Background: an optimization exercise with open tools, aiming at small area. Do not read the settings as production practice.
Only simulation tests tie the RTL to the original design; equivalence was not proved.

// QuadCopter
module QuadCopter(
  input wire clk,    
  input wire RST_n,  
  input wire RX,     
  input wire MISO,   
  input wire INT,    
  output wire SS_n,  
  output wire SCLK,  
  output wire MOSI,  
  output wire TX,    
  output wire FRNT,  
  output wire BCK,   
  output wire LFT,   
  output wire RGHT   
);
==> module flght_cntrl_pipeline, before the edit <==
module flght_cntrl_pipeline(
  input wire clk,
  input wire rst_n,
  input wire init,
  input wire vld,
  input wire pre_vld,
  input wire inertial_cal,
  input wire [15:0] nd_ptch, nd_roll, nd_yaw,        
  input wire signed [15:0] ptch, roll, yaw,
  input wire [8:0] thrst,
  output wire [10:0] frnt_spd,
  output wire [10:0] bck_spd,
  output wire [10:0] lft_spd,
  output wire [10:0] rght_spd
);
  localparam MIN_RUN_SPEED = 13'h2C0;
  reg [3:0] rot, oldest;
  reg pend;
  wire wr = pend & (rot == oldest);
  wire [3:0] rot_inc, oldest_inc;
  rca #(4) iRI(.a(rot), .b(4'h0), .ci(1'b1), .s(rot_inc), .co());
  rca #(4) iOI(.a(oldest), .b(4'h0), .ci(wr), .s(oldest_inc), .co());
  always_ff @(posedge clk)
    rot <= (rot[3] & rot[1]) ? 4'd0 : rot_inc;
  always_ff @(posedge clk)
    if (init)
      oldest <= 4'd0;
    else
      oldest <= (wr & oldest[3] & oldest[1]) ? 4'd0 : oldest_inc;
  always_ff @(posedge clk)
    if (init)
      pend <= 1'b0;
    else if (vld)
      pend <= 1'b1;
    else if (wr)
      pend <= 1'b0;
  wire [9:0] e_p, e_r, e_y;
  wire [6:0] d_p, d_r, d_y;
  wire hold = pend | pre_vld;
  PD_math_pipeline iPTCH(.clk(clk),.init(init),.hold(hold),.hold_d(pre_vld),.wr(wr),.ndesired(nd_ptch),.actual(ptch),.err_sat_ff(e_p),.D_diff_sat_ff(d_p));
  PD_math_pipeline iROLL(.clk(clk),.init(init),.hold(hold),.hold_d(pre_vld),.wr(wr),.ndesired(nd_roll),.actual(roll),.err_sat_ff(e_r),.D_diff_sat_ff(d_r));
  PD_math_pipeline iYAW(.clk(clk),.init(init),.hold(hold),.hold_d(pre_vld),.wr(wr),.ndesired(nd_yaw),.actual(yaw),.err_sat_ff(e_y),.D_diff_sat_ff(d_y));
  reg [8:0] thrst_h;
  always_ff @(posedge clk)
    if (pre_vld)
      thrst_h <= thrst;
  wire sel_r = ~pre_vld;
  wire [9:0] e_s = sel_r ? e_r : e_p;
  wire [6:0] d_s = sel_r ? d_r : d_p;
  wire [8:0] th = sel_r ? thrst_h : thrst;
  wire [9:0] pt_s, pt_y;
  wire [11:0] dt_s, dt_y;
  wire [11:0] d12_s = {{5{d_s[6]}}, d_s};
  wire [11:0] d12_y = {{5{d_y[6]}}, d_y};
  rca #(10) iPS(.a({e_s[9], e_s[9:1]}), .b({{3{e_s[9]}}, e_s[9:3]}), .ci(1'b0), .s(pt_s), .co());
  rca #(10) iPY(.a({e_y[9], e_y[9:1]}), .b({{3{e_y[9]}}, e_y[9:3]}), .ci(1'b0), .s(pt_y), .co());
  rca #(12) iDS(.a({d12_s[8:0], 3'b000}), .b(~d12_s), .ci(1'b1), .s(dt_s), .co());
  rca #(12) iDY(.a({d12_y[8:0], 3'b000}), .b(~d12_y), .ci(1'b1), .s(dt_y), .co());
  wire [12:0] ts, ty, base, bxy, s1, s2;
  rca #(13) iTS(.a({{3{pt_s[9]}},pt_s}), .b({dt_s[11],dt_s}), .ci(1'b0), .s(ts), .co());
  rca #(13) iTY(.a({{3{pt_y[9]}},pt_y}), .b({dt_y[11],dt_y}), .ci(1'b0), .s(ty), .co());
  rca #(13) iBA(.a(MIN_RUN_SPEED), .b({4'b0000,th}), .ci(1'b0), .s(base), .co());
  rca #(13) iBX(.a(base), .b(ty ^ {13{~sel_r}}), .ci(~sel_r), .s(bxy), .co());
  rca #(13) iS1(.a(bxy), .b(~ts), .ci(1'b1), .s(s1), .co());
  rca #(13) iS2(.a(bxy), .b(ts), .ci(1'b0), .s(s2), .co());
  assign frnt_spd = (|s1[12:11]) ? 11'h7ff : s1[10:0];
  assign bck_spd = (|s2[12:11]) ? 11'h7ff : s2[10:0];
  assign lft_spd = frnt_spd;
  assign rght_spd = bck_spd;
endmodule
Settings: LEC_CHECK=0, CAP_MARGIN=20, CORE_MARGIN=2, CORE_UTILIZATION=70, CTS_BUF_LIST=sky130_fd_sc_hd__clkbuf_8, CTS_CLUSTER_DIAMETER=60, CTS_CLUSTER_SIZE=16, PLACE_DENSITY=0.8, SLEW_MARGIN=20; clock period 10.0 ns.
run.sh (not shown) runs the stock make flow with config.mk's settings and CLKGATE_MAP_FILE= SYNTH_SCRIPT=/design/flow/synth_recipe.tcl, a recipe that flattens the netlist after the stock synthesis.
Then changed:
--- a/flow/design.v
+++ b/flow/design.v
@@ -402,13 +402,13 @@
   reg pend;
   wire wr = pend & (rot == oldest);
   wire [3:0] rot_inc, oldest_inc;
   rca #(4) iRI(.a(rot), .b(4'h0), .ci(1'b1), .s(rot_inc), .co());
   rca #(4) iOI(.a(oldest), .b(4'h0), .ci(wr), .s(oldest_inc), .co());
   always_ff @(posedge clk)
-    rot <= (rot[3] & rot[1]) ? 4'd0 : rot_inc;
+    rot <= (init | (rot[3] & rot[1])) ? 4'd0 : rot_inc;
   always_ff @(posedge clk)
     if (init)
       oldest <= 4'd0;
     else
       oldest <= (wr & oldest[3] & oldest[1]) ? 4'd0 : oldest_inc;
   always_ff @(posedge clk)
Result: Utilization barely changes. Worst setup slack gains 0.052 ns. Routed wire length went down by 0.72%. Synthesized cell count hardly moves. Synthesized area hardly moves. Hold slack is better by 0.0060 ns. Sequential share of layout area is about the same. Cell area barely changes. Clock skew is about the same. Final cell count stays flat. Die area stays flat. Fmax increases by 0.56%. Count of clock-buffer cells in the layout went up by 1. Global-route usage barely changes.
